Source: an optimization exercise on an open RTL-to-GDS flow (aim: small area, a short achievable clock period and few clock cycles). Production flows keep margins and buffers that such runs may drop.
Function was not checked in any run shown here: the RTL went through the layout flow alone.
Power and IR drop assume default switching activity.

### flow/run.sh
#!/bin/bash
# Standard layout (standard.sh), with abc mapping for area (flow/area.abc).
set -euo pipefail
here=$(pwd)
export MY_ABC_SCRIPT=$here/flow/area.abc
sed "s#SYNTH_SCRIPT=[^ ]*#SYNTH_SCRIPT=$here/flow/synth.tcl#" standard.sh > my_standard.sh
grep -q "SYNTH_SCRIPT=$here/flow/synth.tcl" my_standard.sh
bash my_standard.sh > flow_make.log 2>&1
### design.v
module SingleCycleCPU(halt, clk, rst,
                      imem_addr, imem_data,
                      dmem_addr, dmem_size, dmem_wdata, dmem_we, dmem_rdata);
   output halt;
   input  clk, rst;
   output [31:0] imem_addr;
   input  [31:0] imem_data;
   output [31:0] dmem_addr;
   output [1:0]  dmem_size;
   output [31:0] dmem_wdata;
   output        dmem_we;
   input  [31:0] dmem_rdata;
   reg [31:0] fpc;           
   reg [31:0] ir;            
   reg        ir_v;
   reg        halt_r;
   reg        w_v;           
   reg        w_ld;          
   reg [4:0]  w_rd;
   reg [2:0]  w_f3;
   reg [31:0] w_data;        
   reg [31:0] st_data;       
   reg        st_we;
   reg        m_busy;
   reg        m_acc_hi;      
   reg [3:0]  m_lo_hi;
   reg [3:0]  m_cnt;
   reg        m_bp;
   assign imem_addr  = fpc;
   assign dmem_addr  = w_data;
   assign dmem_size  = w_f3[1:0];
   assign dmem_wdata = st_data;
   assign dmem_we    = st_we;
   assign halt       = halt_r;
   wire [6:0] op  = ir[6:0];
   wire [2:0] f3  = ir[14:12];
   wire [6:0] f7  = ir[31:25];
   wire [4:0] rd  = ir[11:7];
   wire [4:0] rs1 = ir[19:15];
   wire [4:0] rs2 = ir[24:20];
   wire is_op    = (op == 7'b0110011);
   wire is_opimm = (op == 7'b0010011);
   wire is_load  = (op == 7'b0000011);
   wire is_store = (op == 7'b0100011);
   wire is_br    = (op == 7'b1100011);
   wire is_jal   = (op == 7'b1101111);
   wire is_jalr  = (op == 7'b1100111);
   wire is_lui   = (op == 7'b0110111);
   wire is_auipc = (op == 7'b0010111);
   wire f7_zero  = (f7 == 7'b0000000);
   wire f7_alt   = (f7 == 7'b0100000);
   wire f7_m     = (f7 == 7'b0000001);
   wire is_m     = is_op & f7_m;
   wire [31:0] imm_i = {{20{ir[31]}}, ir[31:20]};
   wire [31:0] imm_s = {{20{ir[31]}}, ir[31:25], ir[11:7]};
   wire [31:0] imm_b = {{19{ir[31]}}, ir[31], ir[7], ir[30:25], ir[11:8], 1'b0};
   wire [31:0] imm_j = {{11{ir[31]}}, ir[31], ir[19:12], ir[20], ir[30:21], 1'b0};
   wire [31:0] imm_u = {ir[31:12], 12'b0};
   wire [31:0] wb_val;
   wire [31:0] rf_a, rf_b;
   regfile u_rf(.clk(clk), .ra(rs1), .rb(rs2), .qa(rf_a), .qb(rf_b),
                .we(w_v), .wa(w_rd), .wd(wb_val));
   wire fwd_a = w_v & ~w_ld & (w_rd == rs1);
   wire fwd_b = w_v & ~w_ld & (w_rd == rs2);
   wire [31:0] a = fwd_a ? w_data : rf_a;
   wire [31:0] b = fwd_b ? w_data : rf_b;
   wire uses1 = ~(is_lui | is_auipc | is_jal);
   wire uses2 = is_op | is_store | is_br;
   wire lu_stall = ir_v & w_v & w_ld &
                   (((w_rd == rs1) & uses1) | ((w_rd == rs2) & uses2));
   wire [31:0] opb = (is_op | is_br) ? b : (is_store ? imm_s : imm_i);
   wire alu_sub = is_br | (is_op & f7[5] & (f3 == 3'b000)) |
                  ((is_op | is_opimm) & (f3[2:1] == 2'b01));
   wire [32:0] sum33;
   rca #(32) u_add(.a(a), .b(alu_sub ? ~opb : opb), .ci(alu_sub), .s(sum33));
   wire [31:0] sum = sum33[31:0];
   wire ltu = ~sum33[32];
   wire lt  = (a[31] ^ opb[31]) ? a[31] : sum[31];
   wire eq  = (sum == 32'd0);
   reg br_t;
   always @* begin
      case (f3)
        3'b000: br_t = eq;
        3'b001: br_t = ~eq;
        3'b100: br_t = lt;
        3'b101: br_t = ~lt;
        3'b110: br_t = ltu;
        3'b111: br_t = ~ltu;
        default: br_t = 1'b0;
      endcase
   end
   wire sh_ok  = is_op | (f3[2] ? (f7_zero | f7_alt) : f7_zero);
   wire sh_sra = f3[2] & f7[5];
   wire is_mul = is_m & ~f3[2];
   wire is_div = is_m & f3[2];
   wire [31:0] fs_out;
   wire [31:0] md_fs_hi, md_fs_lo;
   wire [5:0]  md_fs_amt;
   wire        md_done;
   wire [31:0] md_res;
   wire [32:0] md_acc_d;
   wire [35:0] md_lo_d;
   wire [3:0]  md_cnt_d;
   wire        md_bp_d;
   mdu u_md(.a(a), .b(b), .f3(f3), .busy(m_busy), .cnt(m_cnt), .bp(m_bp),
            .acc_q({m_acc_hi, w_data}), .lo_q({m_lo_hi, st_data}),
            .fs_hi(md_fs_hi), .fs_lo(md_fs_lo), .fs_amt(md_fs_amt), .fs_out(fs_out),
            .done(md_done), .res(md_res),
            .acc_d(md_acc_d), .lo_d(md_lo_d), .cnt_d(md_cnt_d), .bp_d(md_bp_d));
   reg [31:0] fs_hi, fs_lo;
   reg [5:0]  fs_amt;
   always @* begin
      if (is_m) begin
         fs_hi  = md_fs_hi;
         fs_lo  = md_fs_lo;
         fs_amt = md_fs_amt;
      end else if (f3[2]) begin                  
         fs_hi  = {32{sh_sra & a[31]}};
         fs_lo  = a;
         fs_amt = {1'b0, opb[4:0]};
      end else begin                             
         fs_hi  = a;
         fs_lo  = 32'd0;
         fs_amt = 6'd32 - {1'b0, opb[4:0]};
      end
   end
   funnel u_fs(.hi(fs_hi), .lo(fs_lo), .amt(fs_amt), .y(fs_out));
   wire m_go = ir_v & is_m & ~lu_stall & ~halt_r;
   wire m_stall = m_go & ~md_done;
   reg [31:0] alu;
   always @* begin
      case (f3)
        3'b000: alu = sum;
        3'b001: alu = sh_ok ? fs_out : 32'd0;
        3'b010: alu = {31'd0, lt};
        3'b011: alu = {31'd0, ltu};
        3'b100: alu = a ^ opb;
        3'b101: alu = sh_ok ? fs_out : 32'd0;
        3'b110: alu = a | opb;
        default: alu = a & opb;
      endcase
   end
   wire [31:0] imm_pc = is_br ? imm_b : (is_jal ? imm_j : imm_u);
   wire [31:0] imm_pcm4;
   dec4 u_dec(.x(imm_pc), .y(imm_pcm4));
   wire [32:0] pcadd33;
   rca #(32) u_pcadd(.a(fpc), .b(imm_pcm4), .ci(1'b0), .s(pcadd33));
   wire [31:0] pcadd = pcadd33[31:0];
   wire [31:0] x_res = is_lui ? imm_u :
                       is_auipc ? pcadd :
                       (is_jal | is_jalr) ? fpc :
                       is_m ? md_res :
                       (is_load | is_store) ? sum : alu;
   wire ok_op   = is_op & (f7_zero | f7_m | (f7_alt & ((f3 == 3'b000) | (f3 == 3'b101))));
   wire ok_load = is_load & ((f3 == 3'b000) | (f3 == 3'b100) |
                             ((f3 == 3'b010) & (sum[1:0] == 2'b00)) |
                             (((f3 == 3'b001) | (f3 == 3'b101)) & ~sum[0]));
   wire ok_store = is_store & ((f3 == 3'b000) | ((f3 == 3'b001) & ~sum[0]) |
                               ((f3 == 3'b010) & (sum[1:0] == 2'b00)));
   wire legal = ok_op | is_opimm | is_lui | is_auipc | is_jal |
                (is_jalr & (f3 == 3'b000)) | (is_br & (f3[2:1] != 2'b01)) |
                ok_load | ok_store;
   wire stall  = lu_stall | m_stall;
   wire x_go   = ir_v & ~stall & legal & ~halt_r;
   wire x_halt = ir_v & ~lu_stall & ~legal;
   wire take   = is_jal | is_jalr | (is_br & br_t);
   wire redirect = x_go & take;
   wire [31:0] target = is_jalr ? {sum[31:1], 1'b0} : pcadd;
   wire writes_rd = is_op | is_opimm | is_load | is_lui | is_auipc | is_jal | is_jalr;
   wire [31:0] fpc_inc;
   inc4 u_inc(.x(fpc), .y(fpc_inc));
   wire [31:0] ld_val;
   assign ld_val[7:0]   = dmem_rdata[7:0];
   wire ld_fill = ~w_f3[2] & (w_f3[0] ? dmem_rdata[15] : dmem_rdata[7]);
   assign ld_val[15:8]  = (w_f3[1:0] == 2'b00) ? {8{ld_fill}} : dmem_rdata[15:8];
   assign ld_val[31:16] = w_f3[1] ? dmem_rdata[31:16] : {16{ld_fill}};
   assign wb_val = w_ld ? ld_val : w_data;
   always @(posedge clk or negedge rst) begin
      if (!rst) begin
         fpc    <= 32'd0;
         ir_v   <= 1'b0;
         halt_r <= 1'b0;
         w_v    <= 1'b0;
         st_we  <= 1'b0;
         m_busy <= 1'b0;
      end else begin
         if (!halt_r) begin
            if (redirect)
               fpc <= target;
            else if (!stall)
               fpc <= fpc_inc;
            if (!stall)
               ir_v <= ~redirect;
         end
         halt_r <= halt_r | x_halt;
         w_v    <= x_go & writes_rd & (rd != 5'd0);
         st_we  <= x_go & is_store;
         m_busy <= m_stall;
      end
   end
   always @(posedge clk) begin
      if (!stall)
         ir <= imem_data;
      w_ld     <= is_load;
      w_rd     <= rd;
      w_f3     <= f3;
      w_data   <= m_stall ? md_acc_d[31:0] : x_res;
      st_data  <= m_stall ? md_lo_d[31:0] : b;
      m_acc_hi <= md_acc_d[32];
      m_lo_hi  <= md_lo_d[35:32];
      m_cnt    <= md_cnt_d;
      m_bp     <= md_bp_d;
   end
endmodule
module regfile(clk, ra, rb, qa, qb, we, wa, wd);
   input         clk;
   input  [4:0]  ra, rb, wa;
   output [31:0] qa, qb;
   input         we;
   input  [31:0] wd;
   reg [31:0] r [1:31];
   always @(posedge clk)
      if (we) r[wa] <= wd;
   reg [31:0] oa, ob;
   integer k;
   always @* begin
      oa = 32'd0;
      ob = 32'd0;
      for (k = 1; k < 32; k = k + 1) begin
         oa = oa | ({32{ra == k}} & r[k]);
         ob = ob | ({32{rb == k}} & r[k]);
      end
   end
   assign qa = oa;
   assign qb = ob;
endmodule
module mdu(a, b, f3, busy, cnt, bp, acc_q, lo_q,
           fs_hi, fs_lo, fs_amt, fs_out,
           done, res, acc_d, lo_d, cnt_d, bp_d);
   input  [31:0] a, b;
   input  [2:0]  f3;
   input         busy;
   input  [3:0]  cnt;
   input         bp;
   input  [32:0] acc_q;
   input  [35:0] lo_q;
   output reg [31:0] fs_hi, fs_lo;
   output reg [5:0]  fs_amt;
   input  [31:0] fs_out;
   output        done;
   output [31:0] res;
   output [32:0] acc_d;
   output [35:0] lo_d;
   output [3:0]  cnt_d;
   output        bp_d;
   wire is_div = f3[2];
   wire mul_sa = (f3[1:0] != 2'b11);       
   wire mul_sb = ~f3[1];                   
   wire [32:0] xa = {mul_sa & a[31], a};
   wire [32:0] xb = {mul_sb & b[31], b};
   wire [31:0] ea = ~(xa[31:0] ^ {32{xa[32]}});
   wire [31:0] eb = ~(xb[31:0] ^ {32{xb[32]}});
   wire [7:0] ta, tb;
   genvar gi;
   generate for (gi = 1; gi <= 8; gi = gi + 1) begin : g_fit
      assign ta[gi-1] = &ea[31:4*gi-1];
      assign tb[gi-1] = &eb[31:4*gi-1];
   end endgenerate
   wire mul_swap = |(ta & ~tb);            
   wire [32:0] mier  = mul_swap ? xa : xb;
   wire [32:0] mcand = mul_swap ? xb : xa;
   wire [8:0]  tm = {1'b1, ta | tb};       
   wire [8:0]  mchunks = tm & ~{tm[7:0], 1'b0};
   wire [3:0]  mbits = busy ? lo_q[3:0] : mier[3:0];
   wire        mprev = busy & bp;
   wire [32:0] acc0  = busy ? acc_q : 33'd0;
   wire [35:0] lo_in = busy ? lo_q : {{3{mier[32]}}, mier};
   wire [34:0] t0, t1;
   booth4_row u_r0(.acc(acc0), .m(mcand), .b({mbits[1:0], mprev}), .s(t0));
   booth4_row u_r1(.acc(t0[34:2]), .m(mcand), .b(mbits[3:1]), .s(t1));
   wire [32:0] macc = t1[34:2];
   wire [35:0] mlo = {t1[1:0], t0[1:0], lo_in[35:4]};
   wire [3:0]  mul_ci = busy ? cnt : 4'd0;    
   wire        mul_last = tm[mul_ci];
   wire        mul_c9 = mchunks[8];
   reg  [5:0]  mul_amt;                       
   always @* begin
      case (1'b1)
        mchunks[1]: mul_amt = 6'd24;
        mchunks[2]: mul_amt = 6'd20;
        mchunks[3]: mul_amt = 6'd16;
        mchunks[4]: mul_amt = 6'd12;
        mchunks[5]: mul_amt = 6'd8;
        mchunks[6]: mul_amt = 6'd4;
        mchunks[7]: mul_amt = 6'd0;
        default:    mul_amt = 6'd28;
      endcase
   end
   wire mul_low = (f3[1:0] == 2'b00) | mul_c9;    
   wire dsgn = ~f3[0];
   wire negA = dsgn & a[31];
   wire negB = dsgn & b[31];
   wire [31:0] absA = negA ? (~a + 32'd1) : a;
   wire [31:0] absB = negB ? (~b + 32'd1) : b;
   wire bz = (b == 32'd0);
   wire [5:0] lzA, lzB;
   clz32 u_lza(.x(absA), .n(lzA));
   clz32 u_lzb(.x(absB), .n(lzB));
   wire a_lt = (lzA > lzB);                    
   wire [5:0] dsh = lzB - lzA;                 
   wire [5:0] dn  = (dsh + 6'd2) & 6'b111110;  
   wire [3:0] dpairs_m1 = dn[4:1] - 4'd1;
   wire [31:0] absA_sh = absA >> {cnt, 1'b0};
   wire [32:0] dt1, dt2;
   wire dge1, dge2;
   wire [32:0] dr1 = {acc_q[31:0], absA_sh[1]};
   rca #(33) u_ds1(.a(dr1), .b(~{1'b0, absB}), .ci(1'b1), .s({dge1, dt1}));
   wire [31:0] drem1 = dge1 ? dt1[31:0] : dr1[31:0];
   wire [32:0] dr2 = {drem1, absA_sh[0]};
   rca #(33) u_ds2(.a(dr2), .b(~{1'b0, absB}), .ci(1'b1), .s({dge2, dt2}));
   wire [31:0] drem2 = dge2 ? dt2[31:0] : dr2[31:0];
   wire [31:0] dquo2 = {lo_q[29:0], dge1, dge2};
   wire is_rem = f3[1];
   wire dneg = is_rem ? negA : (negA ^ negB);
   wire [31:0] dres_raw = is_rem ? drem2 : dquo2;
   wire [31:0] dres = dneg ? (~dres_raw + 32'd1) : dres_raw;
   wire [31:0] dres_early = is_rem ? a : {32{bz}};
   always @* begin
      if (!is_div) begin
         fs_hi  = mul_low ? macc[31:0] : {32{macc[32]}};
         fs_lo  = mul_low ? mlo[35:4] : macc[31:0];
         fs_amt = mul_amt;
      end else begin
         fs_hi  = 32'd0;
         fs_lo  = absA;
         fs_amt = dn;
      end
   end
   assign done  = is_div ? (busy ? (cnt == 4'd0) : (bz | a_lt)) : mul_last;
   assign res   = is_div ? (busy ? dres : dres_early) : fs_out;
   assign acc_d = is_div ? {1'b0, busy ? drem2 : fs_out} : macc;
   assign lo_d  = is_div ? {4'd0, busy ? dquo2 : 32'd0} : mlo;
   assign cnt_d = is_div ? (busy ? cnt - 4'd1 : dpairs_m1) : mul_ci + 4'd1;
   assign bp_d  = mbits[3];
endmodule
module booth4_row(acc, m, b, s);
   input  [32:0] acc, m;
   input  [2:0]  b;
   output [34:0] s;
   wire one = b[1] ^ b[0];
   wire two = (b[2] & ~b[1] & ~b[0]) | (~b[2] & b[1] & b[0]);
   wire neg = b[2];
   wire [34:0] m1 = {{2{m[32]}}, m};
   wire [34:0] m2 = {m[32], m, 1'b0};
   wire [34:0] mm = (({35{one}} & m1) | ({35{two}} & m2)) ^ {35{neg}};
   wire [35:0] t;
   rca #(35) u(.a({{2{acc[32]}}, acc}), .b(mm), .ci(neg), .s(t));
   assign s = t[34:0];
endmodule
module rca #(parameter W = 32) (a, b, ci, s);
   input  [W-1:0] a, b;
   input          ci;
   output [W:0]   s;
   wire [W:0] c;
   assign c[0] = ci;
   genvar i;
   generate for (i = 0; i < W; i = i + 1) begin : g
      assign s[i]   = a[i] ^ b[i] ^ c[i];
      assign c[i+1] = (a[i] & b[i]) | (c[i] & (a[i] ^ b[i]));
   end endgenerate
   assign s[W] = c[W];
endmodule
module dec4(x, y);
   input  [31:0] x;
   output [31:0] y;
   wire [32:2] z;
   assign z[2] = 1'b1;
   genvar i;
   generate for (i = 2; i < 32; i = i + 1) begin : g
      assign y[i]   = x[i] ^ z[i];
      assign z[i+1] = z[i] & ~x[i];
   end endgenerate
   assign y[1:0] = x[1:0];
endmodule
module inc4(x, y);
   input  [31:0] x;
   output [31:0] y;
   wire [32:2] z;
   assign z[2] = 1'b1;
   genvar i;
   generate for (i = 2; i < 32; i = i + 1) begin : g
      assign y[i]   = x[i] ^ z[i];
      assign z[i+1] = z[i] & x[i];
   end endgenerate
   assign y[1:0] = x[1:0];
endmodule
module clz32(x, n);
   input  [31:0] x;
   output reg [5:0] n;
   integer i;
   always @* begin
      n = 6'd32;
      for (i = 0; i < 32; i = i + 1)
         if (x[i]) n = 6'd31 - i;
   end
endmodule
module funnel(hi, lo, amt, y);
   input  [31:0] hi, lo;
   input  [5:0]  amt;
   output [31:0] y;
   wire [62:0] s5 = amt[5] ? {31'd0, hi} : {hi[30:0], lo};
   wire [46:0] s4 = amt[4] ? s5[62:16] : s5[46:0];
   wire [38:0] s3 = amt[3] ? s4[46:8]  : s4[38:0];
   wire [34:0] s2 = amt[2] ? s3[38:4]  : s3[34:0];
   wire [32:0] s1 = amt[1] ? s2[34:2]  : s2[32:0];
   assign y = amt[0] ? s1[32:1] : s1[31:0];
endmodule
### config.mk
export PLATFORM = sky130hd
export DESIGN_NAME = SingleCycleCPU
export DESIGN_NICKNAME = SingleCycleCPU
export VERILOG_FILES = /design/flow/design.v
export SDC_FILE = /design/flow/constraint.sdc
export NUM_CORES = 8
export LEC_CHECK = 0
export CAP_MARGIN = 20
export CORE_MARGIN = 2
export CORE_UTILIZATION = 40
export SLEW_MARGIN = 20
### standard.sh
#!/bin/bash
# synth_recipe.tcl (not shown) runs the flow's synth.tcl, then flattens the netlist and writes it again
# the make line also repeats each setting of config.mk as NAME=value (left out here)
make -C /OpenROAD-flow-scripts/flow DESIGN_CONFIG=/design/flow/config.mk WORK_HOME=/design/flow/orfs CLKGATE_MAP_FILE= SYNTH_SCRIPT=/design/flow/synth_recipe.tcl "${@:-finish}"
### flow/synth.tcl
# The standard flow's synthesis script (synth_recipe.tcl), with abc run on flow/area.abc
proc synth {args} { yosys synth -nofsm -noshare {*}$args }
proc abc {args} {
  set i [lsearch -exact $args -script]
  if { $i >= 0 } { lset args [expr {$i + 1}] $::env(MY_ABC_SCRIPT) }
  yosys abc {*}$args
}
source $::env(SCRIPTS_DIR)/synth.tcl
# left out here: clear keep_hierarchy, flatten, clean up, hide names made inside functions, write 1_2_yosys.v
### flow/area.abc
&get -n
&st
&dch
&nf -R 1000
&put
### constraint.sdc
create_clock -name core_clock -period 230.0 [get_ports {clk}]
set_input_delay 46.0000 -clock core_clock [delete_from_list [all_inputs] [get_ports {clk}]]
set_output_delay 46.0000 -clock core_clock [all_outputs]
set_load 0.01 [all_outputs]
==> results of run 1 <==
## worst reg2reg max path, delay by kind of cell (launching register included)
family                   cells  cell delay (ns)
flip-flops                   1             0.95
buffers and inverters        9             1.90
adder cells (fa/ha/maj)     63            28.12
AO/OA/AOI/OAI               28             8.78
XOR/XNOR                     1             0.53
AND/OR/NAND/NOR             14             3.68
## metal layers
layer / vias up / GRT usage
li1: 26000 / -
met1: 32200 / 0.508
met2: 6478 / 0.628
met5: - / 0
met3: 1711 / 0.162
met4: 10 / 0.334
## cell type report
type	instances	area share
inverters	244	0.0116
multi-input cells	4662	0.429
clock buffers	168	0.0439
repair buffers	471	0.0504
clock inverters	64	0.00794
diodes	13	0.000412
well taps	2204	0.0349
flip-flops and latches	1143	0.422
## flip-flops by register name, indices dropped and copies added (netlist names), 3 cells and up
register  count
w_rd          5
w_data       32
m_lo_hi       4
ir           32
fpc          31
w_f3          3
m_cnt         4
st_data      32
u_rf.r      992
## power breakdown
part           internal [mW]  switching [mW]  leakage, nW
registers              0.236         0.00701         10.6
logic                  0.108           0.250         13.6
clock network          0.114          0.0907         1.99
## path summary, 6_finish.rpt
kind | startpoint | end | slack, ns | cells past startpoint
setup / recovery | w_data[11] | dmem_addr[11] | 181.56 | 1
hold / removal | ir[10] | w_rd[3] | 0.51 | 0
setup reg to reg | ir[18] | w_data[27] | 185.76 | 115
hold reg to reg | ir[10] | w_rd[3] | 0.51 | 0
max in group asynchronous | rst | m_busy | 183.97 | 1
min in group asynchronous | rst | fpc[27] | 45.32 | 1
## per-stage QoR
step | utilization | hold WS (ns) | cells | setup slack (ns) | cell area (µm²)
6_report | 0.474 | 0.515 | 8969 | 181.56 | 78900
5_1_grt | 0.473 | 0.515 | 8956 | 181.50 | 78900
4_1_cts | 0.472 | 0.511 | 8952 | 181.40 | 78600
3_5_place_dp | 0.447 | 0.492 | 8720 | 180.58 | 74500
3_3_place_gp | 0.447 | 0.499 | 8719 | 180.43 | 74500
2_1_floorplan | - | 0.384 | 6052 | 181.63 | 66900
## kinds of logic (layout without fill, tap and decap cells)
| kind of cell | count (synthesis) | after routing |
|---|---|---|
| xor+xnor | 183 | 183 |
| flops | 1143 | 1143 |
| fa+ha+maj | 334 | 334 |
| buf+inv | 247 | 947 |
| simple gates | 1741 | 1741 |
| mux | 149 | 149 |
| other cells | 1 | 14 |
| compound gates | 2254 | 2254 |
## synth_stat cells, drive strengths merged, types with 50 or more instances
cell / count
a211oi: 79
a21oi: 397
a221o: 145
a221oi: 167
a222oi: 252
a22o: 110
a22oi: 238
a31oi: 75
clkinv: 244
dfxtp: 83
edfxtp: 1024
fa: 189
ha: 145
mux2i: 105
nand2: 615
nand3: 134
nand4: 152
nor2: 533
nor3: 81
o211ai: 60
o21ai: 469
o221ai: 50
o22ai: 102
xnor2: 121
xor2: 62
==> results.txt, run 1 <==
Slew headroom 0.107; Yosys top cell by area edfxtp_1; outcome complete, no violations; post-synthesis async set-or-reset flop share 0.0315; commonest non-fill, non-tap cell in the layout edfxtp_1; die area 170,000 µm²; input/output buffers 164; Final Hold Fails 0; Max Freq 0.0206 GHz; slowest stage cell, crit path dfxtp_1; Post-CTS Resized 0; Compound-Gate Fraction of Synth Area 0.240; Routed Antenna Nets 0; Tightest Pin Transition 1.33 ns; initial antenna violation count 28; cts hold-fix bufs 0; top post-synthesis cells by area edfxtp_1, fa_1, a222oi_1; largest family of logic cells by synthesized area compound AO/OA/AOI/OAI gates; HPWL reported at the end of detailed placement 245,000 µm; # nets final 7,052; Max Fanout on Critical Path 7; via count 66,400; leak pwr 26.1 nW; Critical Path, Cell by Cell clkdlybuf4s50_1; post-CTS setup buffers 0; met2 WL 158,000 µm; Highest Signal Layer met5; Initial Util 0.401; mux cell area share after synthesis 0.0236; clk latency of the worst-skew pair 0.82 ns; most frequent cells in the layout edfxtp_1, nand2_1, nor2_1, o21ai_0, a21oi_1; Setup Viol. Count Final 0; I/O Pins 166; DRT Pass-1 Iters 11; DRC 0; PwrDens 10.2 nW/µm²; post-synthesis adder-cell area fraction 0.0837; Clock Root Buffer clkbuf_16; final wirelength 376,000 µm; Power, Total 0.807 mW; CP Buf/Inv Count 1; Worst-path clk slew 0.06 ns; CTS tree done; global-route wire length before repair 504,000 µm; CP Capture Type primary output; area occupied by multi-input gates 33,800 µm²; Final GP Congestion 1.08; Final Cycle Share 0.211; vias in the first global route 61,900; Ys Warns 4; Synth Register Bits 1,143; Max Cap Viol 0; syn avg cell area 11.1 µm²; detail-routed net length per standard cell 42.0 µm; Metal-1 WL 125,000 µm; largest net degree at the start of global routing 76; met3 wire len 57,100 µm; Setup Skew 0.0381 ns; Synth cell types 65; core area 167,000 µm²; Max rail drop VDD 0.00769 mV; total gr overflow 0; crit start category flop; FP Rows 150; All-Layer GR Usage 0.429; CTS buffer count 130; Bufs on Longest Clock Path 3; via/cell ratio 7.41; Worst Path Required 184.00 ns; Critical Path Max Stage Delay 0.91 ns; share of cells above drive strength 1 0.0948; fillers 15,300; Die Ht 413 µm; CP top delay family flip-flops; Post-synth EDFFs 1,024; post-synthesis simple-gate area fraction 0.117; Final TNS setup 0 ns; register area 33,300 µm²; Die W 413 µm; post-synthesis cell count 6,052; H-Tree Level Count 4; register area share after synthesis 0.498; critical path type flop to primary output; WP data arrival 2.44 ns; clock tree sinks 1,143; xor/xnor cell area share of the yosys netlist 0.0240; area of the mapped netlist 66,900 µm²; Syn-to-layout area delta 18.0%; Yosys top cell area share 0.460; Iteration-0 DRC Markers 14,800; worst hold path type flop to flop; RSZ-0062 raised after global routing no; min Tclk post-route 48.44 ns; Slew Viols, Final 0; Top FF cell, synth edfxtp_1; syn nets 6,452
==> run 2: changes to the inputs <==
--- a/design.v
+++ b/design.v
@@ -26,6 +26,10 @@
    reg [3:0]  m_lo_hi;
    reg [3:0]  m_cnt;
    reg        m_bp;
+   reg        btb_v;
+   reg [12:2] btb_tag;
+   reg [12:2] btb_tgt;
+   reg        ir_pred;       
    assign imem_addr  = fpc;
    assign dmem_addr  = w_data;
    assign dmem_size  = w_f3[1:0];
@@ -164,8 +168,15 @@
    wire x_go   = ir_v & ~stall & legal & ~halt_r;
    wire x_halt = ir_v & ~lu_stall & ~legal;
    wire take   = is_jal | is_jalr | (is_br & br_t);
-   wire redirect = x_go & take;
-   wire [31:0] target = is_jalr ? {sum[31:1], 1'b0} : pcadd;
+   wire mispred  = ir_pred & ~(is_br & br_t);
+   wire redirect = x_go & (ir_pred ? mispred : take);
+   wire [12:2] fall_lo = btb_tag + 11'd1;
+   wire [31:0] fall = {18'd0, (btb_tag == 11'h7ff), fall_lo, 2'b00};
+   wire [31:0] target = ir_pred ? fall : (is_jalr ? {sum[31:1], 1'b0} : pcadd);
+   wire [12:2] xpc_lo = fpc[12:2] - 11'd1;
+   wire btb_install = x_go & ~ir_pred & is_br & br_t & ir[31] &
+                      (fpc[31:13] == 19'd0) & (pcadd[31:13] == 19'd0) & (fpc[12:2] != 11'd0);
+   wire pred_hit = btb_v & (fpc[31:13] == 19'd0) & (fpc[12:2] == btb_tag);
    wire writes_rd = is_op | is_opimm | is_load | is_lui | is_auipc | is_jal | is_jalr;
    wire [31:0] fpc_inc;
    inc4 u_inc(.x(fpc), .y(fpc_inc));
@@ -183,15 +194,20 @@
          w_v    <= 1'b0;
          st_we  <= 1'b0;
          m_busy <= 1'b0;
+         btb_v  <= 1'b0;
       end else begin
          if (!halt_r) begin
             if (redirect)
                fpc <= target;
             else if (!stall)
-               fpc <= fpc_inc;
+               fpc <= pred_hit ? {19'd0, btb_tgt, 2'b00} : fpc_inc;
             if (!stall)
                ir_v <= ~redirect;
          end
+         if (btb_install)
+            btb_v <= 1'b1;
+         else if (x_go & mispred)
+            btb_v <= 1'b0;
          halt_r <= halt_r | x_halt;
          w_v    <= x_go & writes_rd & (rd != 5'd0);
          st_we  <= x_go & is_store;
@@ -199,8 +215,14 @@
       end
    end
    always @(posedge clk) begin
-      if (!stall)
-         ir <= imem_data;
+      if (!stall) begin
+         ir      <= imem_data;
+         ir_pred <= pred_hit;
+      end
+      if (btb_install) begin
+         btb_tag <= xpc_lo;
+         btb_tgt <= pcadd[12:2];
+      end
       w_ld     <= is_load;
       w_rd     <= rd;
       w_f3     <= f3;
==> flow/run.sh (replaced) <==
#!/bin/bash
# Standard layout (standard.sh) with: abc mapping for area (flow/area.abc),
# buf_2 port buffers, and repair_timing aiming at the port-bound period.
set -euo pipefail
here=$(pwd)
export MY_ABC_SCRIPT=$here/flow/area.abc
sed -e "s#SYNTH_SCRIPT=[^ ]*#SYNTH_SCRIPT=$here/flow/synth.tcl#" \
    -e 's#"${@:-finish}"#"BUFFER_PORTS_ARGS=-buffer_cell sky130_fd_sc_hd__buf_2" SETUP_SLACK_MARGIN=183 "${@:-finish}"#' \
    standard.sh > my_standard.sh
grep -q "SYNTH_SCRIPT=$here/flow/synth.tcl" my_standard.sh
grep -q "SETUP_SLACK_MARGIN=183" my_standard.sh
bash my_standard.sh > flow_make.log 2>&1
==> results.txt, run 2 <==
Setup Viol. Count Final 0 (unchanged); max reg flops 992 (unchanged); final cell count without fillers 9,310 (+3.8%); worst hold path type flop to flop; post-synthesis async set-or-reset flop share 0.0317 (+0.000209); via/cell ratio 7.45 (+0.57%); critical path type flop to primary output; CTS buffer count 119 (-8.5%); Critical Path Max Stage Delay 0.47 ns (-0.44 ns); HPWL reported at the end of detailed placement 270,000 µm (+9.9%); met2 WL 171,000 µm (+8.3%); Gate power share 0.458 (+0.014); share of cells above drive strength 1 0.153 (+0.0583); initial antenna violation count 43 (+54%); Final Cycle Share 0.206 (-0.00434); Synth Register Bits 1,167 (+2.1%); syn avg cell area 11.0 µm² (-0.45%); DRT Pass-1 Iters 11 (unchanged); final setup margin 182.56 ns (+0.998 ns); H-Tree Level Count 3 (-1); Max Fanout on Critical Path 2 (-5); clk latency of the worst-skew pair 0.83 ns (about the same); Top FF cell, synth edfxtp_1; Final Hold Fails 0 (unchanged); WP data arrival 1.44 ns (-1.00 ns); Slew headroom 0.133 (+0.0257); switching power 0.358 mW (+3.0%); Routed Antenna Nets 0 (unchanged); die area 174,000 µm² (+2.2%); via count 69,300 (+4.4%); Max rail drop VDD 0.00775 mV (+0.80%); final wirelength 410,000 µm (+9.0%); core area 170,000 µm² (+1.8%); fin area 81,600 µm² (+3.4%); Yosys top cell area share 0.460 (about the same); register area 34,200 µm² (+2.8%); vias in the first global route 64,900 (+4.8%); Max Cap Viol 0 (unchanged); Highest Signal Layer met5; register area share after synthesis 0.498 (about the same); All-Layer GR Usage 0.456 (+0.0268); Iteration-0 DRC Markers 14,100 (-4.8%); CP Capture Type primary output; slowest stage cell, crit path dfrtp_2; leak pwr 28.1 nW (+7.4%); register with the most flip-flops u_rf.r; commonest non-fill, non-tap cell in the layout edfxtp_1; Yosys top cell by area edfxtp_1; most common cell in the netlist edfxtp_1; CTS tree done; Tightest Pin Transition 1.30 ns (-0.0305 ns); most frequent cells in the layout edfxtp_1, nand2_1, a21oi_1, nor2_1, o21ai_0; worst hold margin 0.561 ns (+0.0461 ns); area of the mapped netlist 68,400 µm² (+2.2%); # nets final 7,371 (+4.5%); PwrDens 10.1 nW/µm² (-1.3%); pre-CTS setup slack 181.47 ns (+0.894 ns); CP top delay family flip-flops; Flop pwr share 0.299 (-0.003); input/output buffers 164 (unchanged); top post-synthesis cells by area edfxtp_1, fa_1, a222oi_1; dpl cells 8,944 (+2.6%); I/O Pins 166 (unchanged); Final TNS setup 0 ns (unchanged); placed cell areas 75,600 µm² (+1.5%); Ys Warns 4 (unchanged); Bufs on Longest Clock Path 3 (unchanged); detail-routed net length per standard cell 44.1 µm (+5.0%); Syn-to-layout area delta 19.3%; Post-synth EDFFs 1,047 (+2.2%); area occupied by multi-input gates 34,500 µm² (+2.1%); met3 wire len 61,200 µm (+7.1%); Metal-1 WL 130,000 µm (+3.8%); Slew Viols, Final 0 (unchanged); Pint 0.465 mW (+1.3%); CP Buf/Inv Count 1 (unchanged); clock network fraction of total power 0.243 (-0.011); Die Ht 417 µm (+1.1%); Worst-path clk slew 0.07 ns (about the same); Max Freq 0.0211 GHz (+2.1%); DRC 0 (unchanged); final core occ 0.481 (+0.00736); Power, Total 0.823 mW (+2.0%); crit start category flop; Worst Path Required 184.00 ns (about the same); Setup Skew 0.0687 ns (+0.0306 ns); Initial Util 0.403 (+0.00172); Final GP Congestion 1.07 (-0.55%); post-synthesis cell count 6,215 (+2.7%); Die W 417 µm (+1.1%); RSZ-0062 raised after global routing yes; Critical Path, Cell by Cell buf_6; fillers 15,400 (+1.1%); largest net degree at the start of global routing 126 (+66%); most frequent cells after synthesis edfxtp_1, nand2_1, nor2_1; Synth cell types 64 (-1.5%); clock tree sinks 1,167 (+2.1%); total gr overflow 0 (unchanged); global-route wire length before repair 545,000 µm (+8.1%); Clock Root Buffer clkbuf_16; sw frac 0.435 (+0.00423); min Tclk post-route 47.44 ns (-0.998 ns); FP Rows 151 (+0.67%); outcome complete, no violations; syn nets 6,618 (+2.6%)
run 2: changes by cell type after synthesis, sizes merged, moves of 19 or more:
cell	before	now
a21oi	397	473
a211oi	79	35
nand2	615	652
mux2i	105	135
nor4	26	55
xnor2	121	149
a22o	110	134
edfxtp	1024	1047
a22oi	238	219
run 2: area by class of cell:
cell class / count / area share
antenna: 22 / 0.000675
clock buffer: 150 / 0.0392
clock inverter: 73 / 0.00899
inverter: 257 / 0.0118
multi-input combinational: 4794 / 0.423
sequential: 1167 / 0.420
tap: 2218 / 0.0340
timing repair buffer: 629 / 0.0624
run 2: cell families after synthesis:
group / share of synthesized area
adder cells (fa/ha/maj): 0.0824
flip-flops: 0.498
AO/OA/AOI/OAI: 0.235
XOR/XNOR: 0.0261
buffers and inverters: 0.0145
AND/OR/NAND/NOR: 0.118
multiplexers: 0.0265
other: 0.0000548
run 2: worst paths after layout:
kind / depth (start not counted) / endpoint / slack (ns) / from
hold / removal: 2 / btb_v / 0.56 / btb_v
min in group asynchronous: 1 / fpc[7] / 45.37 / rst
setup / recovery: 1 / imem_addr[13] / 182.56 / fpc[13]
setup reg to reg: 121 / w_data[31] / 185.77 / ir[18]
hold reg to reg: 2 / btb_v / 0.56 / btb_v
max in group asynchronous: 1 / m_busy / 183.81 / rst
run 2: metal layers:
layer,vias up,global-route usage
met2,6789,0.664
met3,2060,0.188
met1,33600,0.503
li1,26900,-
met5,-,0.0156
met4,28,0.427
run 2: worst reg2reg max path, delay by kind of cell (launching register included):
family / cells / cell delay, ns
compound gates: 24 / 6.11
fa+ha+maj: 61 / 27.55
simple gates: 21 / 5.43
mux: 3 / 1.22
buf+inv: 10 / 2.65
flops: 1 / 0.90
xor+xnor: 2 / 0.27
run 2: power by group through the flow:
stage               logic, mW  clock network (mW)  registers [mW]
finish                  0.377               0.200           0.246
CTS                     0.356               0.199           0.246
detailed placement      0.346                   0           0.252
floorplan               0.186                   0           0.252
global route            0.386               0.207           0.246
global placement        0.345                   0           0.251
run 2: repair_timing:
item,CTS,global route
setup buffers,101,9
gates resized for setup,245,12
hold buffers,0,0
endpoints found under the setup margin,459,318
pin swaps,5,5
gates cloned,2,5
==> run 3: changes to the inputs <==
--- a/design.v
+++ b/design.v
@@ -30,6 +30,10 @@
    reg [12:2] btb_tag;
    reg [12:2] btb_tgt;
    reg        ir_pred;       
+   reg        btb_ev;
+   reg [4:0]  btb_rs;
+   reg        btb_r1;        
+   reg [2:0]  btb_f3;
    assign imem_addr  = fpc;
    assign dmem_addr  = w_data;
    assign dmem_size  = w_f3[1:0];
@@ -177,6 +181,21 @@
    wire btb_install = x_go & ~ir_pred & is_br & br_t & ir[31] &
                       (fpc[31:13] == 19'd0) & (pcadd[31:13] == 19'd0) & (fpc[12:2] != 11'd0);
    wire pred_hit = btb_v & (fpc[31:13] == 19'd0) & (fpc[12:2] == btb_tag);
+   wire ev_use = btb_ev & x_go & (is_opimm | (is_op & ~is_m)) & (rd == btb_rs);
+   wire ev_z = (alu == 32'd0);
+   wire ev_s = alu[31];
+   reg  ev_take;
+   always @* begin
+      case (btb_f3)
+        3'b000: ev_take = ev_z;
+        3'b001: ev_take = ~ev_z;
+        3'b100: ev_take = btb_r1 ? ev_s : (~ev_s & ~ev_z);
+        3'b101: ev_take = btb_r1 ? ~ev_s : (ev_s | ev_z);
+        3'b110: ev_take = btb_r1 ? 1'b0 : ~ev_z;
+        default: ev_take = btb_r1 ? 1'b1 : ev_z;
+      endcase
+   end
+   wire pred_take = pred_hit & (~ev_use | ev_take);
    wire writes_rd = is_op | is_opimm | is_load | is_lui | is_auipc | is_jal | is_jalr;
    wire [31:0] fpc_inc;
    inc4 u_inc(.x(fpc), .y(fpc_inc));
@@ -200,7 +219,7 @@
             if (redirect)
                fpc <= target;
             else if (!stall)
-               fpc <= pred_hit ? {19'd0, btb_tgt, 2'b00} : fpc_inc;
+               fpc <= pred_take ? {19'd0, btb_tgt, 2'b00} : fpc_inc;
             if (!stall)
                ir_v <= ~redirect;
          end
@@ -217,11 +236,15 @@
    always @(posedge clk) begin
       if (!stall) begin
          ir      <= imem_data;
-         ir_pred <= pred_hit;
+         ir_pred <= pred_take;
       end
       if (btb_install) begin
          btb_tag <= xpc_lo;
          btb_tgt <= pcadd[12:2];
+         btb_ev  <= ((rs1 == 5'd0) | (rs2 == 5'd0)) & ((rs1 | rs2) != 5'd0);
+         btb_rs  <= rs1 | rs2;
+         btb_r1  <= (rs2 == 5'd0);
+         btb_f3  <= f3;
       end
       w_ld     <= is_load;
       w_rd     <= rd;
@@ -322,8 +345,9 @@
    wire dsgn = ~f3[0];
    wire negA = dsgn & a[31];
    wire negB = dsgn & b[31];
-   wire [31:0] absA = negA ? (~a + 32'd1) : a;
-   wire [31:0] absB = negB ? (~b + 32'd1) : b;
+   wire [31:0] absA, absB;
+   cneg u_na(.x(a), .n(negA), .y(absA));
+   cneg u_nb(.x(b), .n(negB), .y(absB));
    wire bz = (b == 32'd0);
    wire [5:0] lzA, lzB;
    clz32 u_lza(.x(absA), .n(lzA));
@@ -345,7 +369,8 @@
    wire is_rem = f3[1];
    wire dneg = is_rem ? negA : (negA ^ negB);
    wire [31:0] dres_raw = is_rem ? drem2 : dquo2;
-   wire [31:0] dres = dneg ? (~dres_raw + 32'd1) : dres_raw;
+   wire [31:0] dres;
+   cneg u_nr(.x(dres_raw), .n(dneg), .y(dres));
    wire [31:0] dres_early = is_rem ? a : {32{bz}};
    always @* begin
       if (!is_div) begin
@@ -379,6 +404,18 @@
    rca #(35) u(.a({{2{acc[32]}}, acc}), .b(mm), .ci(neg), .s(t));
    assign s = t[34:0];
 endmodule
+module cneg(x, n, y);
+   input  [31:0] x;
+   input         n;
+   output [31:0] y;
+   wire [32:0] any;
+   assign any[0] = 1'b0;
+   genvar i;
+   generate for (i = 0; i < 32; i = i + 1) begin : g
+      assign any[i+1] = any[i] | x[i];
+      assign y[i] = x[i] ^ (n & any[i]);
+   end endgenerate
+endmodule
 module rca #(parameter W = 32) (a, b, ci, s);
    input  [W-1:0] a, b;
    input          ci;
==> flow/run.sh (replaced) <==
#!/bin/bash
# Standard layout (standard.sh) with: abc mapping for area (flow/area.abc),
# buf_2 port buffers, and a clock tree from clkbuf_4 / clkbuf_8.
set -euo pipefail
here=$(pwd)
export MY_ABC_SCRIPT=$here/flow/area.abc
sed -e "s#SYNTH_SCRIPT=[^ ]*#SYNTH_SCRIPT=$here/flow/synth.tcl#" \
    -e 's#"${@:-finish}"#"BUFFER_PORTS_ARGS=-buffer_cell sky130_fd_sc_hd__buf_2" "CTS_BUF_LIST=sky130_fd_sc_hd__clkbuf_4 sky130_fd_sc_hd__clkbuf_8" "${@:-finish}"#' \
    standard.sh > my_standard.sh
grep -q "SYNTH_SCRIPT=$here/flow/synth.tcl" my_standard.sh
bash my_standard.sh > flow_make.log 2>&1
==> results.txt, run 3 <==
outcome complete, no violations; core area 170,000 µm² (unchanged); Initial Util 0.404 (+0.000575); worst hold margin 0.575 ns (+0.0141 ns); Setup Viol. Count Final 0 (unchanged); max reg flops 992 (unchanged); placed cell areas 75,300 µm² (-0.46%); global-route wire length before repair 504,000 µm (-7.5%); input/output buffers 164 (unchanged); register with the most flip-flops u_rf.r; Final TNS setup 0 ns (unchanged); share of cells above drive strength 1 0.134 (-0.0192); # nets final 7,284 (-1.2%); Post-CTS Resized 0 (-100%); commonest non-fill, non-tap cell in the layout edfxtp_1; Critical Path Max Stage Delay 0.84 ns (+0.37 ns); Tightest Pin Transition 1.30 ns (-0.00509 ns); area occupied by multi-input gates 34,200 µm² (-1.1%); Max Freq 0.0208 GHz (-1.2%); Synth cell types 64 (unchanged); Worst Path Required 230.56 ns (+46.56 ns); Routed Antenna Nets 0 (unchanged); fillers 15,700 (+1.5%); syn avg cell area 11.0 µm² (+0.24%); clock tree sinks 1,177 (+0.86%); RSZ-0062 raised after global routing no; Clock Root Buffer clkbuf_8; leak pwr 27.3 nW (-2.8%); via/cell ratio 7.28 (-2.3%); post-synthesis cell count 6,209 (-0.097%); Ys Warns 4 (unchanged); post-synthesis async set-or-reset flop share 0.0314 (-0.000269); detail-routed net length per standard cell 40.0 µm (-9.1%); Slew headroom 0.127 (-0.00573); CTS tree done; r2r setup slk 185.51 ns (-0.26 ns); cts hold-fix bufs 0 (unchanged); Setup Skew 0.0536 ns (-0.0151 ns); Final GP Congestion 1.05 (-2.0%); register area 34,300 µm² (+0.28%); Yosys top cell by area edfxtp_1; Critical R2R Capture w_data[31]; Slew Viols, Final 0 (unchanged); Top FF cell, synth edfxtp_1; CP Capture Type flop; HPWL reported at the end of detailed placement 243,000 µm (-9.8%); slowest stage cell, crit path or2_0; H-Tree Level Count 4 (+1); Yosys top cell area share 0.464 (+0.00373); DRT Pass-1 Iters 14 (+3); critical path type input pin to flop; I/O Pins 166 (unchanged); CP Launch Point dmem_rdata[15]; All-Layer GR Usage 0.414 (-0.0422); Worst R2R Path Depth 140 (+16%); Final Hold Fails 0 (unchanged); area of the mapped netlist 68,500 µm² (+0.14%); crit start category input pin; Die Ht 418 µm (about the same); Final Cycle Share 0.209 (+0.00252); Highest Signal Layer met5; register area share after synthesis 0.501 (+0.00368); top post-synthesis cells by area edfxtp_1, fa_1, a222oi_1; end of the critical path u_rf.r[5][9]; fin area 79,600 µm² (-2.5%); Max Cap Viol 0 (unchanged); syn nets 6,609 (-0.14%); initial antenna violation count 27 (-37%); pre-CTS setup slack 180.97 ns (-0.498 ns); final wirelength 372,000 µm (-9.4%); Worst-path clk slew 0.06 ns (about the same); R2R Path Start ir[15]; Metal-1 WL 120,000 µm (-7.8%); Critical Path, Cell by Cell buf_2, mux2i_1, or3_1, buf_4, or2_0, a31oi_4; Die W 418 µm (about the same); Iteration-0 DRC Markers 14,700 (+4.3%); vias in the first global route 63,900 (-1.5%); WP data arrival 48.58 ns (+47.14 ns); most common cell in the netlist edfxtp_1; Syn-to-layout area delta 16.2%; via count 67,600 (-2.5%); most frequent cells in the layout edfxtp_1, nand2_1, o21ai_0, a21oi_1, nor2_1; FP Rows 151 (unchanged); Max rail drop VDD 0.00698 mV (-10%); die area 175,000 µm² (+0.14%); PwrDens 9.55 nW/µm² (-5.4%); DRC 0 (unchanged); met3 wire len 52,600 µm (-14%); min Tclk post-route 48.02 ns (+0.579 ns); final core occ 0.469 (-0.0119); CTS buffer count 195 (+64%); met2 WL 158,000 µm (-7.5%); final setup margin 181.98 ns (-0.579 ns); post-CTS setup buffers 0 (-100%); Synth Register Bits 1,177 (+0.86%); Max Fanout on Critical Path 31 (+29); Bufs on Longest Clock Path 3 (unchanged); total gr overflow 0 (unchanged); largest net degree at the start of global routing 117 (-7.1%); clk latency of the worst-skew pair 1.01 ns (+0.18 ns); most frequent cells after synthesis edfxtp_1, nand2_1, o21ai_0; Post-synth EDFFs 1,057 (+0.96%); worst hold path type flop to flop
-- run 3: cells by family (layout without fill, tap and decap cells) --
| logic type | Yosys count | count (layout) | share of synthesized area |
|---|---|---|---|
| other | 1 | 22 | 0.0000548 |
| DFF | 1177 | 1177 | 0.501 |
| adders and majority gates | 334 | 334 | 0.0817 |
| and+or+nand+nor | 1771 | 1771 | 0.118 |
| buffers and inverters | 246 | 1085 | 0.0137 |
| AOI/OAI and AO/OA | 2280 | 2280 | 0.230 |
| muxes | 161 | 161 | 0.0245 |
| xor gates and xnor gates | 239 | 239 | 0.0306 |
-- run 3: worst min path at each step --
stage | startpoint | to | slack (ns) | cells after the start
2_1_floorplan | ir[10] | w_rd[3] | 0.42 | 0
3_3_place_gp | halt_r | halt_r | 0.56 | 1
3_5_place_dp | btb_tgt[5] | fpc[5] | 0.56 | 3
4_1_cts | btb_tgt[5] | fpc[5] | 0.57 | 3
5_1_grt | btb_tgt[5] | fpc[5] | 0.63 | 3
6_report | btb_tgt[5] | fpc[5] | 0.57 | 3
-- run 3: power breakdown --
part | leakage (nW) | internal [mW] | switching (mW) | total [mW]
logic | 14.2 | 0.0960 | 0.217 | 0.313
clock network | 2.13 | 0.105 | 0.0937 | 0.199
registers | 10.9 | 0.243 | 0.00526 | 0.248
-- run 3: layer usage --
layer  global-route usage  vias up
met5              0.00361        -
met4                0.365       16
met3                0.151     1946
met2                0.618     6381
met1                0.465    32500
li1                     -    26700
-- run 3: area by class of cell --
class	count	area share
flip-flops and latches	1177	0.432
well taps	2218	0.0349
diodes	21	0.000660
inverters	242	0.0114
clock buffers	246	0.0389
multi-input cells	4786	0.429
clock inverters	115	0.0125
repair buffers	482	0.0408
-- run 3: stage by stage --
stage,cells,total power [mW]
after CTS,9263,0.744
after floorplan,6209,0.419
after detailed placement,8902,0.548
after global placement,8901,0.545
after global routing,9276,0.781
final,9287,0.760
-- run 3: critical path: cells and delay by family --
family	cells	cell delay [ns]
and+or+nand+nor	2	1.03
buffers and inverters	2	0.52
muxes	1	0.47
AOI/OAI and AO/OA	1	0.53
==> run 4: changes to the inputs <==
==> flow/run.sh (replaced) <==
#!/bin/bash
# Standard layout (standard.sh) with: abc mapping for area (flow/area.abc),
# buf_2 port buffers, a clock tree from clkbuf_4 / clkbuf_8, no timing-driven placement, 5% slew/cap margins.
set -euo pipefail
here=$(pwd)
export MY_ABC_SCRIPT=$here/flow/area.abc
sed -e "s#SYNTH_SCRIPT=[^ ]*#SYNTH_SCRIPT=$here/flow/synth.tcl#" \
    -e 's#"${@:-finish}"#"BUFFER_PORTS_ARGS=-buffer_cell sky130_fd_sc_hd__buf_2" "CTS_BUF_LIST=sky130_fd_sc_hd__clkbuf_4 sky130_fd_sc_hd__clkbuf_8" GPL_TIMING_DRIVEN=0 SLEW_MARGIN=5 CAP_MARGIN=5 "${@:-finish}"#' \
    standard.sh > my_standard.sh
grep -q "SYNTH_SCRIPT=$here/flow/synth.tcl" my_standard.sh
bash my_standard.sh > flow_make.log 2>&1
==> results.txt, run 4 <==
outcome finished with violations; violated checks max-capacitance violations, max-slew violations; Tightest Pin Transition 1.52 ns (+0.220 ns); syn nets 6,609 (unchanged); Final GP Congestion 1.04 (-1.2%); Slew Viols, Final 9 (+9); Post-synth EDFFs 1,057 (unchanged); commonest non-fill, non-tap cell in the layout edfxtp_1; Iteration-0 DRC Markers 13,600 (-7.5%); RSZ-0062 raised after global routing no; Max rail drop VDD 0.00723 mV (+3.6%); most frequent cells after synthesis edfxtp_1, nand2_1, o21ai_0; Final Cycle Share 0.212 (+0.00287); CTS tree done; Max Fanout on Critical Path 26 (-16%); share of cells above drive strength 1 0.144 (+0.0105); # nets final 7,302 (+0.25%); Routed Antenna Nets 0 (unchanged); CP Capture Type primary output; post-synthesis async set-or-reset flop share 0.0314 (unchanged); most frequent cells in the layout edfxtp_1, nand2_1, o21ai_0, a21oi_1, nor2_1; Yosys top cell area share 0.464 (unchanged); Die Ht 418 µm (unchanged); critical path type flop to primary output; total gr overflow 0 (unchanged); largest net degree at the start of global routing 86 (-26%); syn avg cell area 11.0 µm² (unchanged); Worst-path clk slew 0.07 ns (about the same); Max Freq 0.0205 GHz (-1.4%); final wirelength 327,000 µm (-12%); post-CTS setup buffers 0 (unchanged); Ys Warns 4 (unchanged); Worst Path Required 184.00 ns (-46.56 ns); Top FF cell, synth edfxtp_1; Final Hold Fails 0 (unchanged); Bufs on Longest Clock Path 3 (unchanged); final cell count without fillers 9,277 (-0.11%); leak pwr 28.2 nW (+3.3%); global-route wire length before repair 453,000 µm (-10%); hold depth 0 (-3); final core occ 0.483 (+0.0142); Slew headroom -0.0103 (-0.137); Clock Root Buffer clkbuf_8; detail-routed net length per standard cell 35.2 µm (-12%); via/cell ratio 7.03 (-3.5%); FP Rows 151 (unchanged); Syn-to-layout area delta 19.7%; Die W 418 µm (unchanged); Setup Skew 0.0873 ns (+0.0337 ns); HPWL reported at the end of detailed placement 237,000 µm (-2.4%); via count 65,200 (-3.6%); cts hold-fix bufs 0 (unchanged); Final TNS setup 0 ns (unchanged); PwrDens 9.17 nW/µm² (-4.0%); area of the mapped netlist 68,500 µm² (unchanged); Yosys top cell by area edfxtp_1; Worst R2R Path Depth 140 (unchanged); top post-synthesis cells by area edfxtp_1, fa_1, a222oi_1; most common cell in the netlist edfxtp_1; Setup Viol. Count Final 0 (unchanged); clk latency of the worst-skew pair 1.02 ns (about the same); die area 175,000 µm² (unchanged); CTS buffer count 195 (unchanged); Synth Register Bits 1,177 (unchanged); DRT Pass-1 Iters 14 (unchanged); vias in the first global route 60,800 (-4.8%); Max Cap Viol 1 (+1); input/output buffers 164 (unchanged); Initial Util 0.404 (unchanged); DRC 0 (unchanged); Post-CTS Resized 0 (unchanged); initial antenna violation count 7 (-74%); max reg flops 992 (unchanged); All-Layer GR Usage 0.362 (-0.0517); clock tree sinks 1,177 (unchanged); I/O Pins 166 (unchanged); register area share after synthesis 0.501 (unchanged); core area 170,000 µm² (unchanged); crit start category flop; WP data arrival 2.68 ns (-45.90 ns); min Tclk post-route 48.68 ns (+0.661 ns); H-Tree Level Count 4 (unchanged); register with the most flip-flops u_rf.r; worst hold path type flop to flop; Synth cell types 64 (unchanged); post-synthesis cell count 6,209 (unchanged); dpl cells 8,915 (+0.15%)
==> run 4: final cells by class <==
| cell class | count | area, µm² |
|---|---|---|
| multi-input cells | 4786 | 34300 |
| plain buffers | 4 | 30.0 |
| fillers | 15400 | 87700 |
| flip-flops and latches | 1177 | 34300 |
| clock inverters | 79 | 785 |
| clock buffers | 269 | 3260 |
| well taps | 2218 | 2780 |
| repair buffers | 496 | 5550 |
| inverters | 242 | 916 |
| diodes | 6 | 15.0 |
==> run 4: where the power goes <==
part	internal (mW)	switching [mW]	leakage (nW)	total, mW
Clock	0.104	0.0925	2.13	0.197
Combinational	0.0996	0.202	15.1	0.301
Sequential	0.243	0.0109	10.9	0.254
Total	0.447	0.305	28.2	0.752
==> run 4: cells by family (layout without fill, tap and decap cells) <==
kind of cell | Yosys count | count (layout) | share of synthesized area
and+or+nand+nor | 1771 | 1771 | 0.118
AOI/OAI and AO/OA | 2280 | 2280 | 0.230
buffers and inverters | 246 | 1090 | 0.0137
other | 1 | 7 | 0.0000548
muxes | 161 | 161 | 0.0245
adders and majority gates | 334 | 334 | 0.0817
xor gates and xnor gates | 239 | 239 | 0.0306
DFF | 1177 | 1177 | 0.501
==> run 4: worst paths after layout <==
path	slack (ns)	from	to
max in group asynchronous	184.10	rst	m_busy
setup / recovery	181.32	w_f3[1]	dmem_size[1]
hold reg to reg	0.56	ir[12]	w_f3[0]
setup reg to reg	185.12	ir[15]	w_data[31]
min in group asynchronous	45.17	rst	fpc[9]
hold / removal	0.56	ir[12]	w_f3[0]
==> run 4: stage by stage <==
stage / hold WS (ns) / total power [mW] / worst slack [ns] / cell area (µm²)
CTS: 0.581 / 0.737 / 181.36 / 81800
global placement: 0.559 / 0.534 / 173.05 / 72100
floorplan: 0.421 / 0.419 / 181.63 / 68500
global route: 0.577 / 0.775 / 181.35 / 82000
detailed placement: 0.544 / 0.544 / 181.14 / 77700
finish: 0.561 / 0.752 / 181.32 / 82000
==> run 4: critical path, cell delays in order, from the launching register on <==
cell	delay, ns
dfxtp_1	1.30
buf_4	0.25
buf_2	0.12
==> run 4: layer usage <==
| layer | global-route usage | wire [µm] | vias to the layer above |
|---|---|---|---|
| li1 | - | - | 26700 |
| met1 | 0.444 | 114000 | 31800 |
| met2 | 0.549 | 142000 | 5462 |
| met3 | 0.108 | 44000 | 1243 |
| met4 | 0.248 | 27100 | 8 |
| met5 | 0.00445 | 144 | - |
==> run 5: changes to the inputs <==
--- a/design.v
+++ b/design.v
@@ -199,12 +199,16 @@
    wire writes_rd = is_op | is_opimm | is_load | is_lui | is_auipc | is_jal | is_jalr;
    wire [31:0] fpc_inc;
    inc4 u_inc(.x(fpc), .y(fpc_inc));
-   wire [31:0] ld_val;
-   assign ld_val[7:0]   = dmem_rdata[7:0];
-   wire ld_fill = ~w_f3[2] & (w_f3[0] ? dmem_rdata[15] : dmem_rdata[7]);
-   assign ld_val[15:8]  = (w_f3[1:0] == 2'b00) ? {8{ld_fill}} : dmem_rdata[15:8];
-   assign ld_val[31:16] = w_f3[1] ? dmem_rdata[31:16] : {16{ld_fill}};
-   assign wb_val = w_ld ? ld_val : w_data;
+   wire wb_alu  = ~w_ld;
+   wire wb_r8   = w_ld & (w_f3[1:0] != 2'b00);
+   wire wb_s8   = w_ld & (w_f3[1:0] == 2'b00) & ~w_f3[2];
+   wire wb_r16  = w_ld & w_f3[1];
+   wire wb_s16  = w_ld & ~w_f3[1] & ~w_f3[2];
+   assign wb_val[7:0]   = ({8{wb_alu}} & w_data[7:0]) | ({8{w_ld}} & dmem_rdata[7:0]);
+   assign wb_val[15:8]  = ({8{wb_alu}} & w_data[15:8]) | ({8{wb_r8}} & dmem_rdata[15:8]) |
+                          {8{wb_s8 & dmem_rdata[31]}};
+   assign wb_val[31:16] = ({16{wb_alu}} & w_data[31:16]) | ({16{wb_r16}} & dmem_rdata[31:16]) |
+                          {16{wb_s16 & dmem_rdata[31]}};
    always @(posedge clk or negedge rst) begin
       if (!rst) begin
          fpc    <= 32'd0;
==> flow/run.sh (replaced) <==
#!/bin/bash
# Standard layout (standard.sh) with: abc mapping for area (flow/area.abc),
# buf_2 port buffers, clock tree without dummy loads, and from clock tree
# synthesis on, repair_timing aiming at the port-bound period.
set -euo pipefail
here=$(pwd)
export MY_ABC_SCRIPT=$here/flow/area.abc
common='"BUFFER_PORTS_ARGS=-buffer_cell sky130_fd_sc_hd__buf_2" "CTS_ARGS=-sink_clustering_enable -repair_clock_nets -dont_use_dummy_load"'
sed -e "s#SYNTH_SCRIPT=[^ ]*#SYNTH_SCRIPT=$here/flow/synth.tcl#" \
    -e "s#\"\${@:-finish}\"#$common \"\${@:-finish}\"#" standard.sh > std_a.sh
sed -e "s#\"\${@:-finish}\"#SETUP_SLACK_MARGIN=183 \"\${@:-finish}\"#" std_a.sh > std_b.sh
grep -q "SYNTH_SCRIPT=$here/flow/synth.tcl" std_a.sh
grep -q "dont_use_dummy_load" std_b.sh
grep -q "SETUP_SLACK_MARGIN=183" std_b.sh
bash std_a.sh place > flow_make_a.log 2>&1
bash std_b.sh finish > flow_make_b.log 2>&1
==> results.txt, run 5 <==
outcome complete, no violations; Critical Path Max Stage Delay 0.43 ns (-0.87 ns); worst hold margin 0.560 ns (-0.00157 ns); CP Buf/Inv Count 1 (-1); Worst R2R Path Depth 142 (+1.4%); top post-synthesis cells by area edfxtp_1, fa_1, a222oi_1; Post-synth EDFFs 1,057 (unchanged); Final Cycle Share 0.206 (-0.00583); Final TNS setup 0 ns (unchanged); CP top delay family flip-flops; I/O Pins 166 (unchanged); hold path endpoint btb_v; CTS tree done; Ys Warns 4 (unchanged); commonest non-fill, non-tap cell in the layout edfxtp_1; Max Freq 0.0211 GHz (+2.8%); Routed Antenna Nets 0 (unchanged); Iteration-0 DRC Markers 14,500 (+6.9%); cts hold-fix bufs 0 (unchanged); Tightest Pin Transition 1.27 ns (-0.245 ns); met2 usage 0.619 (+0.0695); Synth cell types 66 (+3.1%); syn nets 6,576 (-0.50%); Slew headroom 0.153 (+0.163); slowest stage cell, crit path dfrtp_2; clock tree sinks 1,177 (unchanged); via count 67,700 (+3.9%); crit start category flop; most common cell in the netlist edfxtp_1; fin area 80,300 µm² (-2.1%); syn avg cell area 11.1 µm² (+0.53%); Yosys top cell by area edfxtp_1; Die Ht 418 µm (about the same); Bufs on Longest Clock Path 3 (unchanged); min Tclk post-route 47.34 ns (-1.34 ns); Final GP Congestion 1.06 (+1.6%); most frequent cells in the layout edfxtp_1, nand2_1, o21ai_0, nor2_1; Worst-path clk slew 0.05 ns (-0.02 ns); hold depth 2 (+2); die area 174,000 µm² (about the same); Setup Viol. Count Final 0 (unchanged); Worst Hold Launch btb_v; placed cell areas 75,200 µm² (-3.3%); HPWL reported at the end of detailed placement 243,000 µm (+2.5%); PwrDens 9.38 nW/µm² (+2.3%); via/cell ratio 7.41 (+5.5%); critical path type flop to primary output; leak pwr 27.4 nW (-2.8%); busiest grt layer met2; Critical R2R Capture w_data[30]; met1 Track Usage GR 0.475 (+0.0318); RSZ-0062 raised after global routing yes; final wirelength 375,000 µm (+15%); Final Hold Fails 0 (unchanged); largest net degree at the start of global routing 86 (unchanged); GRT met3 Usage 0.159 (+0.0512); All-Layer GR Usage 0.417 (+0.0551); Syn-to-layout area delta 17.2%; Max Cap Viol 0 (-1); Max rail drop VDD 0.00655 mV (-9.4%); share of cells above drive strength 1 0.138 (-0.00634); Yosys top cell area share 0.464 (about the same); FP Rows 151 (unchanged); register area share after synthesis 0.501 (about the same); Critical Path, Cell by Cell buf_6; Clock Root Buffer clkbuf_16; CTS buffer count 132 (-32%); DRC 0 (unchanged); Slew Viols, Final 0 (-9); detail-routed net length per standard cell 41.0 µm (+16%); max reg flops 992 (unchanged); Die W 418 µm (about the same); Initial Util 0.404 (about the same); register with the most flip-flops u_rf.r; # nets final 7,301 (-0.014%); Synth Register Bits 1,177 (unchanged); worst hold path type flop to flop; R2R Path Start ir[17]; vias in the first global route 63,400 (+4.3%); CP Capture Type primary output; Setup Skew 0.0977 ns (+0.0104 ns); global-route wire length before repair 507,000 µm (+12%); H-Tree Level Count 4 (unchanged); Top FF cell, synth edfxtp_1; clk latency of the worst-skew pair 0.83 ns (-0.19 ns); initial antenna violation count 34 (+27); DRT Pass-1 Iters 12 (-2); core area 170,000 µm² (unchanged); post-synthesis async set-or-reset flop share 0.0314 (unchanged); Max Fanout on Critical Path 2 (-92%); total gr overflow 0 (unchanged); post-synthesis cell count 6,176 (-0.53%); area of the mapped netlist 68,500 µm² (about the same); WP data arrival 1.34 ns (-1.34 ns); most frequent cells after synthesis edfxtp_1, nand2_1, o21ai_0; r2r setup slk 185.48 ns (+0.36 ns); Worst Path Required 184.00 ns (about the same); input/output buffers 164 (unchanged)
[run 5: worst register-to-register path: cells and delay by family (launching register included)]
family / cells / cell delay, ns
compound gates: 12 / 3.74
flops: 1 / 0.33
fa+ha+maj: 63 / 26.20
mux: 3 / 1.29
buf+inv: 14 / 2.92
simple gates: 50 / 9.85
[run 5: layer usage]
| layer | routed length (µm) | share of wire | vias to the layer above |
|---|---|---|---|
| met1 | 122000 | 0.33 | 32800 |
| met2 | 159000 | 0.42 | 6468 |
| met3 | 55000 | 0.15 | 1882 |
| met5 | 129 | 0.00034 | - |
| li1 | - | - | 26600 |
| met4 | 38700 | 0.10 | 20 |
[run 5: layout make-up]
class	count	area, µm²
timing repair buffer	595	4730
sequential	1177	34500
fill	15600	89400
antenna	21	52.6
tap	2218	2780
clock buffer	132	3300
inverter	247	927
multi-input combinational	4748	33900
[run 5: how the worst max path moves through the flow]
stage / startpoint / cells after the start / endpoint
2_1_floorplan: dmem_rdata[31] / 3 / u_rf.r[10][10]
3_3_place_gp: dmem_rdata[31] / 5 / u_rf.r[1][10]
3_5_place_dp: dmem_rdata[31] / 5 / u_rf.r[10][13]
4_1_cts: fpc[3] / 1 / imem_addr[3]
5_1_grt: fpc[4] / 1 / imem_addr[4]
6_report: fpc[4] / 1 / imem_addr[4]
[run 5: power by group]
| part | internal (mW) | switching (mW) | total [mW] |
|---|---|---|---|
| logic | 0.102 | 0.221 | 0.323 |
| registers | 0.244 | 0.00391 | 0.247 |
| clock network | 0.100 | 0.0827 | 0.183 |
[run 5: logic make-up (layout without fill, tap and decap cells)]
group / Yosys count / count (layout) / share of synthesized area
flops: 1177 / 1177 / 0.501
fa+ha+maj: 334 / 334 / 0.0818
compound gates: 2230 / 2230 / 0.229
xor+xnor: 236 / 236 / 0.0302
mux: 162 / 162 / 0.0248
buf+inv: 251 / 974 / 0.0140
other cells: 1 / 22 / 0.0000548
simple gates: 1785 / 1785 / 0.119
[run 5: what timing repair did]
item,4_1_cts,5_1_grt
setup endpoints to repair,99,99
buffers inserted,96,7
cloned,0,0
resized for setup,257,2
[run 5: stage by stage]
step / power (mW) / setup WS, ns / cells / utilization
finish: 0.753 / 182.66 / 9138 / 0.473
global route: 0.771 / 182.63 / 9118 / 0.473
CTS: 0.737 / 182.62 / 9108 / 0.472
detailed placement: 0.551 / 182.22 / 8880 / 0.443
global placement: 0.551 / 182.22 / 8880 / 0.443
floorplan: 0.420 / 182.28 / 6176 / -

## afterwards: timing with drivers on the ports
Ports are ideal in the flow. The routed layouts listed here were re-timed in OpenROAD.
Step 1 assumes that a clkbuf_16 drives the clock port and a buf_2 every other input.
Step 2 adds t to the input delays and takes it off the output delays; t is the mean of the earliest and latest rising clock arrival at the registers after step 1. Input paths then give back, and output paths get back, about the clock's delay inside the block.
Slacks: no drivers / after step 1 / after step 2; pairs: no drivers / after step 1.
| run | t (ns) | slack for setup (ns) | hold WS [ns] |
|---|---|---|---|
| run 1 | 0.886 | 181.563 / 181.473 / 180.768 | 0.515 / 0.515 / 0.515 |
| run 2 | 0.884 | 182.561 / 182.476 / 182.117 | 0.561 / 0.561 / 0.561 |
| run 3 | 1.067 | 181.982 / 181.990 / 180.956 | 0.575 / 0.575 / 0.575 |
| run 4 | 1.055 | 181.321 / 181.238 / 181.011 | 0.561 / 0.561 / 0.561 |
| run 5 | 0.867 | 182.663 / 182.577 / 182.372 | 0.560 / 0.560 / 0.560 |
The setup slack of run 3, which loses most, moves by +0.008 ns with the drivers and by -1.026 ns with both steps.
